Context: an optimization exercise on an open-source flow, tuned for small area. The choices shown serve that exercise and are no tape-out recipe. No run shown here included a check of the RTL's function; only the layout flow was run. No activity file was given, so power comes from the tool's default toggle rates.

==> flow/design.v, too long to show whole: its modules and the start of the top module <==
// module prt_scaler_krnl_mac: 474 lines
// module prt_scaler_fa: 4 lines
// module prt_scaler_engine: 2530 lines
module prt_scaler_engine
#(
    parameter                               P_PPC = 4,           
    parameter                               P_BPC = 8            
)
(
    input wire                              RST_IN,
    input wire                              CLK_IN,
    input wire                              CTL_RUN_IN,
    input wire                              CTL_FS_IN,
    input wire [3:0]                        CTL_MODE_IN,
    input wire [15:0]                       CTL_HWIDTH_IN,
    input wire [15:0]                       CTL_VHEIGHT_IN,
    input wire                              LBF_RDY_IN,
    input wire                              SLW_RDY_IN,
    output wire                             SLW_LRST_OUT,
    output wire                             SLW_LNXT_OUT,
    output wire [1:0]                       SLW_STEP_OUT,
    input wire [(3*5*P_BPC)-1:0]            SLW_DAT0_IN,
    input wire [(3*5*P_BPC)-1:0]            SLW_DAT1_IN,
    output wire [(3*P_PPC*P_BPC)-1:0]       VID_DAT_OUT,
    output wire                             VID_DE_OUT
);
  // ...
==> flow/run.sh <==
#!/bin/bash
# synth_recipe.tcl (not shown) runs the flow's synth.tcl, then flattens the netlist and writes it again
# the make line also repeats each setting of config.mk as NAME=value (left out here)
make -C /OpenROAD-flow-scripts/flow DESIGN_CONFIG=/design/flow/config.mk WORK_HOME=/design/flow/orfs CLKGATE_MAP_FILE= SYNTH_SCRIPT=/design/flow/synth_recipe.tcl finish
==> flow/config.mk <==
export PLATFORM = sky130hd
export DESIGN_NAME = prt_scaler_engine
export DESIGN_NICKNAME = prt_scaler_engine
export VERILOG_FILES = /design/flow/design.v
export SDC_FILE = /design/flow/constraint.sdc
export NUM_CORES = 8
export LEC_CHECK = 0
export CAP_MARGIN = 40
export CORE_MARGIN = 2
export CORE_UTILIZATION = 30
export PLACE_DENSITY = 0.4
export SLEW_MARGIN = 40
export SYNTH_HIERARCHICAL = 1
export SYNTH_MEMORY_MAX_BITS = 65536
==> flow/constraint.sdc <==
create_clock -name core_clock -period 5.0 [get_ports {CLK_IN}]
set_input_delay 1.0000 -clock core_clock [delete_from_list [all_inputs] [get_ports {CLK_IN}]]
set_output_delay 1.0000 -clock core_clock [all_outputs]
set_load 0.01 [all_outputs]
==> metrics.md, run 1 <==
| Metric | Value |
|---|---|
| Final Hold Vio Count | 0 |
| Multi-input combinational area share | 0.620 |
| Min Tclk post-route | 5.04 ns |
| Most numerous cell in the Yosys netlist | nand2_1 |
| Setup ws final | -0.0352 ns |
| P_comb | 24,100 µW |
| Most frequent cells in the layout | nand2_1, fa_1, dfxtp_1 |
| DP HPWL | 466 mm |
| Layout Check Failures | setup timing |
| Commonest non-fill, non-tap cell in the layout | nand2_1 |
| Placed cells | 16,400 |
| Global route hottest layer | met2 |
| Number of H-tree levels | 4 |
| Final instance area | 134,000 µm² |
| Fmax | 0.199 GHz |
| Synth Flop Type | dfxtp_1 |
| Number of buffer and inverter stages on the critical path | 7 |
| FFs w/ async S/R, synth | 0.000935 |
| Power Dens Cells | 347 nW/µm² |
| Post-synth cell types | 89 |
| Placed cell area | 128,000 µm² |
| # setup viols final | 4 |
| Sequential power | 11,700 µW |
| CP startpoint | clk_m32_0[0] |
| Clk. pwr | 10,500 µW |
| GRT met1 Usage | 0.403 |
| GRT met2 Usage | 0.457 |
| Synth Area in Simple Gates | 0.187 |
| Syn_nets | 14,100 |
| Status | failed layout checks |
| DR WL met3 | 47.1 mm |
| Pre-antenna DRT Iters | 7 |
| GR Util met3 | 0.0657 |
| Share of layout cells above drive strength 1 | 0.176 |
| Post-synth EDFFs | 0 |
| Crit path top cell by count | fa_1 |
| Combinational family with the most area after synthesis | adder cells |
| RSZ-0062 raised after global routing | yes |
| #MultiIn Comb | 8,431 |
| VDD IR-drop max | 0.000323 V |
| Tapcell count | 4,816 |
==> inputs of run 2 (changes only) <==
==> flow/config.mk (replaced) <==
export PLATFORM = sky130hd
export DESIGN_NAME = prt_scaler_engine
export DESIGN_NICKNAME = prt_scaler_engine
export VERILOG_FILES = /design/flow/design.v
export SDC_FILE = /design/flow/constraint.sdc
export NUM_CORES = 8
export LEC_CHECK = 0
export CAP_MARGIN = 20
export CORE_MARGIN = 2
export CORE_UTILIZATION = 50
export PLACE_DENSITY = 0.6
export SLEW_MARGIN = 20
export SYNTH_HIERARCHICAL = 1
export SYNTH_MEMORY_MAX_BITS = 65536
==> run 2 against run 1 <==
Still fails the layout checks on setup timing. Cell count shrank 14%. Setup slack improved by 0.0053 ns. Combinational power shrank 3%. Utilization grew 21 points. Synthesized cell count unchanged. Critical path depth is 9 lower. Clock power is 13% lower. Critical endpoint is now clk_c10[0].
==> metrics.md, run 2 <==
| Metric | Value |
|---|---|
| Endpoint class of the critical path | register |
| DIE HEIGHT | 473 µm |
| Commonest non-fill, non-tap cell in the layout | nand2_1 |
| Synth Register Bits | 1,069 |
| Pre-antenna DRT Iters | 10 (+3) |
| Area contributors post-synth | fa_1, dfxtp_1, nand2_1 |
| Hold_ws | 0.307 ns |
| VDD IR-drop max | 0.000441 V (+36%) |
| Routability Congestion | 1.22 |
| Most frequent cells in the layout | nand2_1, fa_1, dfxtp_1 |
| Post-synth EDFFs | 0 (unchanged) |
| Pleak | 0.0422 µW |
| Synth Area in Simple Gates | 0.187 (unchanged) |
| Max Used Layer | met5 |
| Most numerous cell in the Yosys netlist | nand2_1 |
| Via-per-instance ratio | 6.26 |
| Hold_sp | clk_k21_p[0][7] |
| Area leader, netlist | fa_1 |
| Fin crit share | 1.01 |
| Initial antenna violation count | 40 |
| Startpoint types | register |
| Placed cells | 14,100 (-14%) |
| CTS Buf Count | 118 |
| Final #Nets | 14,400 |
| Design Power | 44,200 µW |
| Post-Route M1 WL | 172 mm |
| Place WS | -0.495 ns |
| Register-to-Register Path Depth | 8 |
| Worst r2r src | clk_lut_sel[8][5] |
| Syn_nets | 14,100 (unchanged) |
| Cts hold-fix bufs | 0 |
| Metal2 WL | 199 mm |
| Final ANT Viol Nets | 0 |
| Vias in the first global route | 96,200 |
| Post-synth cell types | 89 (unchanged) |
| Worst Path Arrival | 5.67 ns |
| Die width | 473 µm |
| Post-synth top area share | 0.450 |
| Die area | 224,000 µm² |
| Initial DRC Count | 10,700 |
| Power Dens Cells | 351 nW/µm² (+1.0%) |
| Clock skew | 0.0673 ns |
| Worst-path fanout max | 17 |
| Synth top cells by count | nand2_1, fa_1, dfxtp_1 |
| Initial Utilization | 0.502 |
| DP HPWL | 391 mm (-16%) |
| Transition time of the tightest slew-check pin | 1.35 ns |
| First-pass GRT wire length | 690 mm |
| FF-to-FF End | clk_c10[0] |
| Clock sink count | 1,069 |
| FFs w/ async S/R, synth | 0.000935 (unchanged) |
| Ports | 383 |
| Layout Check Failures | setup timing |
| Maxcap violations | 0 |
| Final cell count without fillers | 14,400 |
| Worst EP required | 5.64 ns |
| # setup viols final | 1 (-3) |
| Grt ovf | 0 |
| Core area | 219,000 µm² |
| Post-Route WL | 487 mm |
| Reg2reg setup slack | -0.03 ns |
| Worst skew pair latency | 0.85 ns |
| Port-buffer cells | 380 |
| Setup CP Type | register to register |
| Min Tclk post-route | 5.03 ns (-0.00528 ns) |
| Hold depth | 0 |
| P&R area growth vs syn | 14.4% |
| DR WL met3 | 68.8 mm (+46%) |
| Fmax | 0.199 GHz (+0.10%) |
| DRC errors left | 0 |
| Setup ws final | -0.0299 ns (+0.00528 ns) |
| Root Driver | clkbuf_16 |
| Post-synthesis sequential area ratio | 0.194 |
| Wire per inst | 33.9 µm |
| Clock-pin slew on the worst setup and hold paths | 0.08 ns |
| Worst hold endpoint | clk_k21_p[1][7] |
| Number of H-tree levels | 3 (-1) |
| Slew Limit Headroom | 0.0942 |
| Status | failed layout checks |
| Post-synthesis adder-cell area fraction | 0.485 |
| Share of layout cells above drive strength 1 | 0.139 (-0.0375) |
| Top Registers | clk_slw_dat0 x120, clk_slw_dat1 x120, clk_lut_sel x64 |
| RSZ-0062 raised after global routing | yes |
| Max Root-Sink Buffers | 3 |
| Final Hold Vio Count | 0 (unchanged) |
| Placed cell area | 121,000 µm² (-4.9%) |
| Synthesized cell area | 110,000 µm² |
| CTS tree | done |
| Worst min path class | register to register |
| Gr usage total | 0.439 |
| Slew Viols, Final | 0 |
| Synth Flop Type | dfxtp_1 |
| Ys Warns | 20 |
| Final instance area | 126,000 µm² (-5.7%) |
| Combinational family with the most area after synthesis | adder cells |
| Via count | 89,900 |
| Cells after synthesis | 11,000 |
| Compound-Gate Fraction of Synth Area | 0.0374 |
| Mux contribution to synthesized area | 0.0248 |
| Largest net degree at the start of global routing | 31 |
| Avg Inst Size Synth | 9.99 µm² |
| Row cnt | 172 |
| XOR/XNOR Fraction of Synth Area | 0.00963 |
-- run 2: cell count changes in the layout (fill, tap and decap cells not counted), moves of 12 or more --
| cell | delta |
|---|---|
| buf_12 | -101 |
| buf_4 | -232 |
| buf_6 | -15 |
| clkbuf_1 | -13 |
| clkbuf_16 | -28 |
| fa_1 | +70 |
| fa_2 | -70 |
| mux2_2 | +15 |
| mux2_4 | -15 |
| nand2_1 | +15 |
| nand2_2 | -12 |
| o21ai_0 | +19 |
-- run 2: kinds of logic (layout without fill, tap and decap cells) --
kind of cell	Yosys count	in the layout
buffers and inverters	1522	1974
other	0	20
AO/OA/AOI/OAI	657	657
adder cells (fa/ha/maj)	2788	2788
multiplexers	249	249
XOR/XNOR	121	121
AND/OR/NAND/NOR	4616	4616
flip-flops	1069	1069
-- run 2: what timing repair did --
action                     in CTS  in global routing
setup buffers                   5                  9
pin swaps                       1                  5
resized for setup              17                107
setup endpoints to repair      23                 37
gates cloned                    0                  1
-- run 2: power by group --
group	total [µW]	leakage (µW)	switching (µW)	internal [µW]
registers	11600	0.00890	712	10900
logic	23400	0.0314	13000	10400
clock network	9150	0.00197	4050	5090
total	44200	0.0422	17800	26400
-- run 2: how the worst max path moves through the flow --
stage                                  from       endpoint  slack, ns  depth (start not counted)
final                     clk_lut_sel[8][5]     clk_c10[0]      -0.03                          8
after global routing           clk_m30_0[0]  clk_k23_cs[9]      -0.03                         15
after CTS                      clk_m30_0[0]  clk_k23_cs[9]      -0.04                         15
after detailed placement       clk_m30_0[0]  clk_k23_cs[9]      -0.49                         14
after global placement         clk_m30_0[0]  clk_k23_cs[7]      -0.51                         16
after floorplan                clk_m30_0[1]  clk_k23_cs[9]       0.04                         15
-- run 2: critical path, cell delays in order (launching register included) --
cell,delay [ns]
dfxtp_1,0.82
or3_1,0.58
nor2_1,0.35
a22oi_1,0.97
nand3_1,0.21
a311oi_2,0.53
nand3_1,0.20
or4_1,0.57
or4_1,0.62
-- run 2: metrics by stage --
step,util,setup TNS [ns]
6_report,0.574,-0.0299
5_1_grt,0.574,-0.0463
4_1_cts,0.572,-0.0361
3_5_place_dp,0.553,-3.96
3_3_place_gp,0.553,-4.02
2_1_floorplan,-,0
-- run 2: routing by layer --
metal	up-vias	global-route usage
li1	35300	-
met1	45700	0.543
met2	6896	0.623
met3	1896	0.180
met4	40	0.311
met5	-	0
-- run 2: Yosys stat by module (local to each module, per instance) --
| module | cell area, µm² | times used | flip-flops and latches | cells inside |
|---|---|---|---|---|
| prt_scaler_fa | 20.0 | 2424 | 0 | 1 |
| prt_scaler_engine | 43700 | 1 | 1069 | 4470 |
| prt_scaler_krnl_mac | 1490 | 12 | 0 | 344 |
-- run 2: area by class of cell --
cell class | instances | area (µm²)
inverters | 420 | 1580
fillers | 18800 | 93300
repair buffers | 1332 | 12900
clock inverters | 77 | 897
clock buffers | 145 | 3220
multi-input cells | 8431 | 82400
flip-flops and latches | 1069 | 21400
diodes | 20 | 50.0
well taps | 2871 | 3590

## afterwards: timing with drivers on the ports
The results above use ideal ports. As a check the final layouts listed here were re-extracted and re-timed, cells and wires unchanged. Step 1: set_driving_cell puts a clkbuf_16 on CLK_IN and a buf_2 on each other input, an assumption about the parent block. Step 2 adds t to the input delays and takes it off the output delays; t is the mean of the earliest and latest rising clock arrival at the registers after step 1. Input paths then give back, and output paths get back, about the clock's delay inside the block. a / b / c = ideal ports / drivers / drivers and shift; a / b = the first two.
run | t (ns) | setup slack, ns | worst register clock-pin slew, ns
run 1 | 0.990 | -0.035 / -0.035 / -0.035 | 0.09 / 0.09
run 2 | 0.926 | -0.030 / -0.030 / -0.030 | 0.08 / 0.08
